This is an optimization exercise on Yosys and OpenROAD, whose aim is small area, a short achievable clock period and few clock cycles, not a production implementation. RTL that was checked went through simulation tests only; none was proved equivalent to the original. No activity file was given, so power comes from the tool's default toggle rates.

// freqcalccore_v1_0_S00_AXI
module freqcalccore_v1_0_S00_AXI #
	(
		parameter integer FHT_B = 7,
		parameter integer FHT_N = 2 ** FHT_B,
		parameter IDLE = 3'b000,
		parameter PRELOAD = 3'b001,
		parameter PREMULT_1 = 3'b010,
		parameter PREMULT_2 = 3'b011,
		parameter ACCUMULATION = 3'b100,
		parameter SQUARING = 3'b101,
		parameter CONVERSION = 3'b110,
		parameter FIND_MAX = 3'b111,
		parameter integer PDM_DIV = 2,
		parameter integer SAMPLE_DIV = 256,
		parameter integer C_S_AXI_DATA_WIDTH	= 32,
		parameter integer C_S_AXI_ADDR_WIDTH	= 4
	)
	(
		input wire pdm_data,
		output wire pdm_clk,
		output wire pdm_lrsel,
		output wire led0,
		output wire led1,
		input wire  S_AXI_ACLK,
		input wire  S_AXI_ARESETN,
		input wire [C_S_AXI_ADDR_WIDTH-1 : 0] S_AXI_AWADDR,
		input wire [2 : 0] S_AXI_AWPROT,
		input wire  S_AXI_AWVALID,
		output wire  S_AXI_AWREADY,
		input wire [C_S_AXI_DATA_WIDTH-1 : 0] S_AXI_WDATA,
		input wire [(C_S_AXI_DATA_WIDTH/8)-1 : 0] S_AXI_WSTRB,
		input wire  S_AXI_WVALID,
		output wire  S_AXI_WREADY,
		output wire [1 : 0] S_AXI_BRESP,
		output wire  S_AXI_BVALID,
		input wire  S_AXI_BREADY,
		input wire [C_S_AXI_ADDR_WIDTH-1 : 0] S_AXI_ARADDR,
		input wire [2 : 0] S_AXI_ARPROT,
		input wire  S_AXI_ARVALID,
		output wire  S_AXI_ARREADY,
		output wire [C_S_AXI_DATA_WIDTH-1 : 0] S_AXI_RDATA,
		output wire [1 : 0] S_AXI_RRESP,
		output wire  S_AXI_RVALID,
		input wire  S_AXI_RREADY
	);
==> flow/config.mk <==
export PLATFORM = sky130hd
export DESIGN_NAME = freqcalccore_v1_0_S00_AXI
export DESIGN_NICKNAME = freqcalccore_v1_0_S00_AXI
export VERILOG_FILES = /design/flow/design.v
export SDC_FILE = /design/flow/constraint.sdc
export NUM_CORES = 8
export LEC_CHECK = 0
export ABC_AREA = 1
export CAP_MARGIN = 20
export CORE_MARGIN = 2
export CORE_UTILIZATION = 50
export CTS_BUF_LIST = sky130_fd_sc_hd__clkbuf_8
export PLACE_DENSITY = 0.75
export SLEW_MARGIN = 20
==> flow/constraint.sdc <==
create_clock -name core_clock -period 12.0 [get_ports {S_AXI_ACLK}]
set_input_delay 2.4000 -clock core_clock [delete_from_list [all_inputs] [get_ports {S_AXI_ACLK}]]
set_output_delay 2.4000 -clock core_clock [all_outputs]
set_load 0.01 [all_outputs]
standard.sh (not shown) runs the stock make flow with config.mk's settings and CLKGATE_MAP_FILE= SYNTH_SCRIPT=/design/flow/synth_recipe.tcl, a recipe that flattens the netlist after the stock synthesis.
==> flow/flow/run.sh <==
#!/bin/bash
# Own layout flow: the standard flow (standard.sh, unchanged synthesis), with repair_timing
# aiming at a tighter setup margin so that the layout's reg-to-reg and port paths come out
# shorter.  The clock period and the constraints are the design's (constraint.sdc).
set -euo pipefail
MARGIN=$(cat flow/margin.txt 2>/dev/null || echo 6)
bash standard.sh SETUP_SLACK_MARGIN=$MARGIN TNS_END_PERCENT=100 finish > standard_make.log 2>&1
==> flow/flow/margin.txt <==
6.8
Next try:
--- a/flow/design.v
+++ b/flow/design.v
@@ -392,43 +392,47 @@
     always @(posedge clk) begin
         if (!rstn) v1_r <= 1'b0;
         else v1_r <= pair_e1;
         if (pair_e1) begin
             b1_r <= bin1;
             b2_r <= bin2;
             k1_r <= k_p;
         end
     end
-    reg va_r, vq_r;
+    reg va_r, vq_r, vp_r;
     always @(posedge clk) begin
         if (!rstn) begin
             va_r <= 1'b0;
             vq_r <= 1'b0;
+            vp_r <= 1'b0;
         end else begin
             va_r <= v1_r;
             vq_r <= va_r;
+            vp_r <= vq_r;
         end
     end
     wire [9:0] bq = va_r ? b2_r : b1_r;
     wire [8:0] cq = bq[8:0] ^ {9{bq[9]}};
+    wire [16:0] sq = sq9(cq) + (bq[9] ? {7'd0, cq, 1'b1} : 17'd0);
+    reg [16:0] sqa_r, sqb_r;
     reg [17:0] p0_r;
     reg signed [10:0] s_r;
     reg [5:0] k2_r;
-    wire [17:0] pin = va_r ? p0_r : 18'd0;
     always @(posedge clk) begin
-        if (v1_r | va_r)
-            p0_r <= {1'b0, sq9(cq)} + (bq[9] ? {8'd0, cq, 1'b1} : 18'd0) + pin;
+        if (v1_r) sqa_r <= sq;
         if (va_r) begin
+            sqb_r <= sq;
             s_r <= {b1_r[9], b1_r} + {b2_r[9], b2_r};
             k2_r <= k1_r;
         end
+        if (vq_r) p0_r <= {1'b0, sqa_r} + {1'b0, sqb_r};
     end
-    wire v2_r = vq_r;
+    wire v2_r = vp_r;
     wire [17:0] s2 = {{6{s_r[10]}}, s_r, 1'b0};
     wire [17:0] s4 = {{5{s_r[10]}}, s_r, 2'b00};
     wire [53:0] pd3 = {p0_r + s4 + 18'd8, p0_r + s2 + 18'd2, p0_r};
     reg [53:0] mx;
     reg [17:0] mk;
     wire clr_cand = go;
     genvar gd;
     generate
         for (gd = 0; gd < 3; gd = gd + 1) begin : g_c
Outcome:
- die area grows by 1.2%
- worst setup slack improves by 0.33 ns
- routed wire length increases by 1.6%
- final area shrinks by 0.54%
- sequential power drops by 10%
- fmax increases by 6.3%
Testbench counts after the change, summed over its fixed seeds: cycles 180.
Function not checked in the first run of this note: the RTL went through the layout flow alone.

## separate check: timing with driven ports
In the flow no input, the clock included, has a driving cell. The finished layouts below were timed again as built, in two steps.
Step 1, drivers: a clkbuf_16 drives S_AXI_ACLK and a buf_2 each remaining input, both assumed.
Step 2, shift: input delay + t, output delay - t, t = (earliest + latest rising clock arrival at the registers) / 2. This alone moves slack from input paths to output paths.
Three values: ideal, step 1, step 2; two values: the first two.
run	shift t [ns]	setup slack, ns	worst slew at a driven data input, ns	cell pins on the clock port's net
the first run	0.963	6.493 / 6.493 / 6.493	0.05	1
the second run	0.988	6.820 / 6.795 / 6.795	0.05	1
After both steps setup and hold are still met in every run listed. For the second run, which loses most, drivers alone change the setup slack by -0.025 ns; drivers and shift together by -0.025 ns.
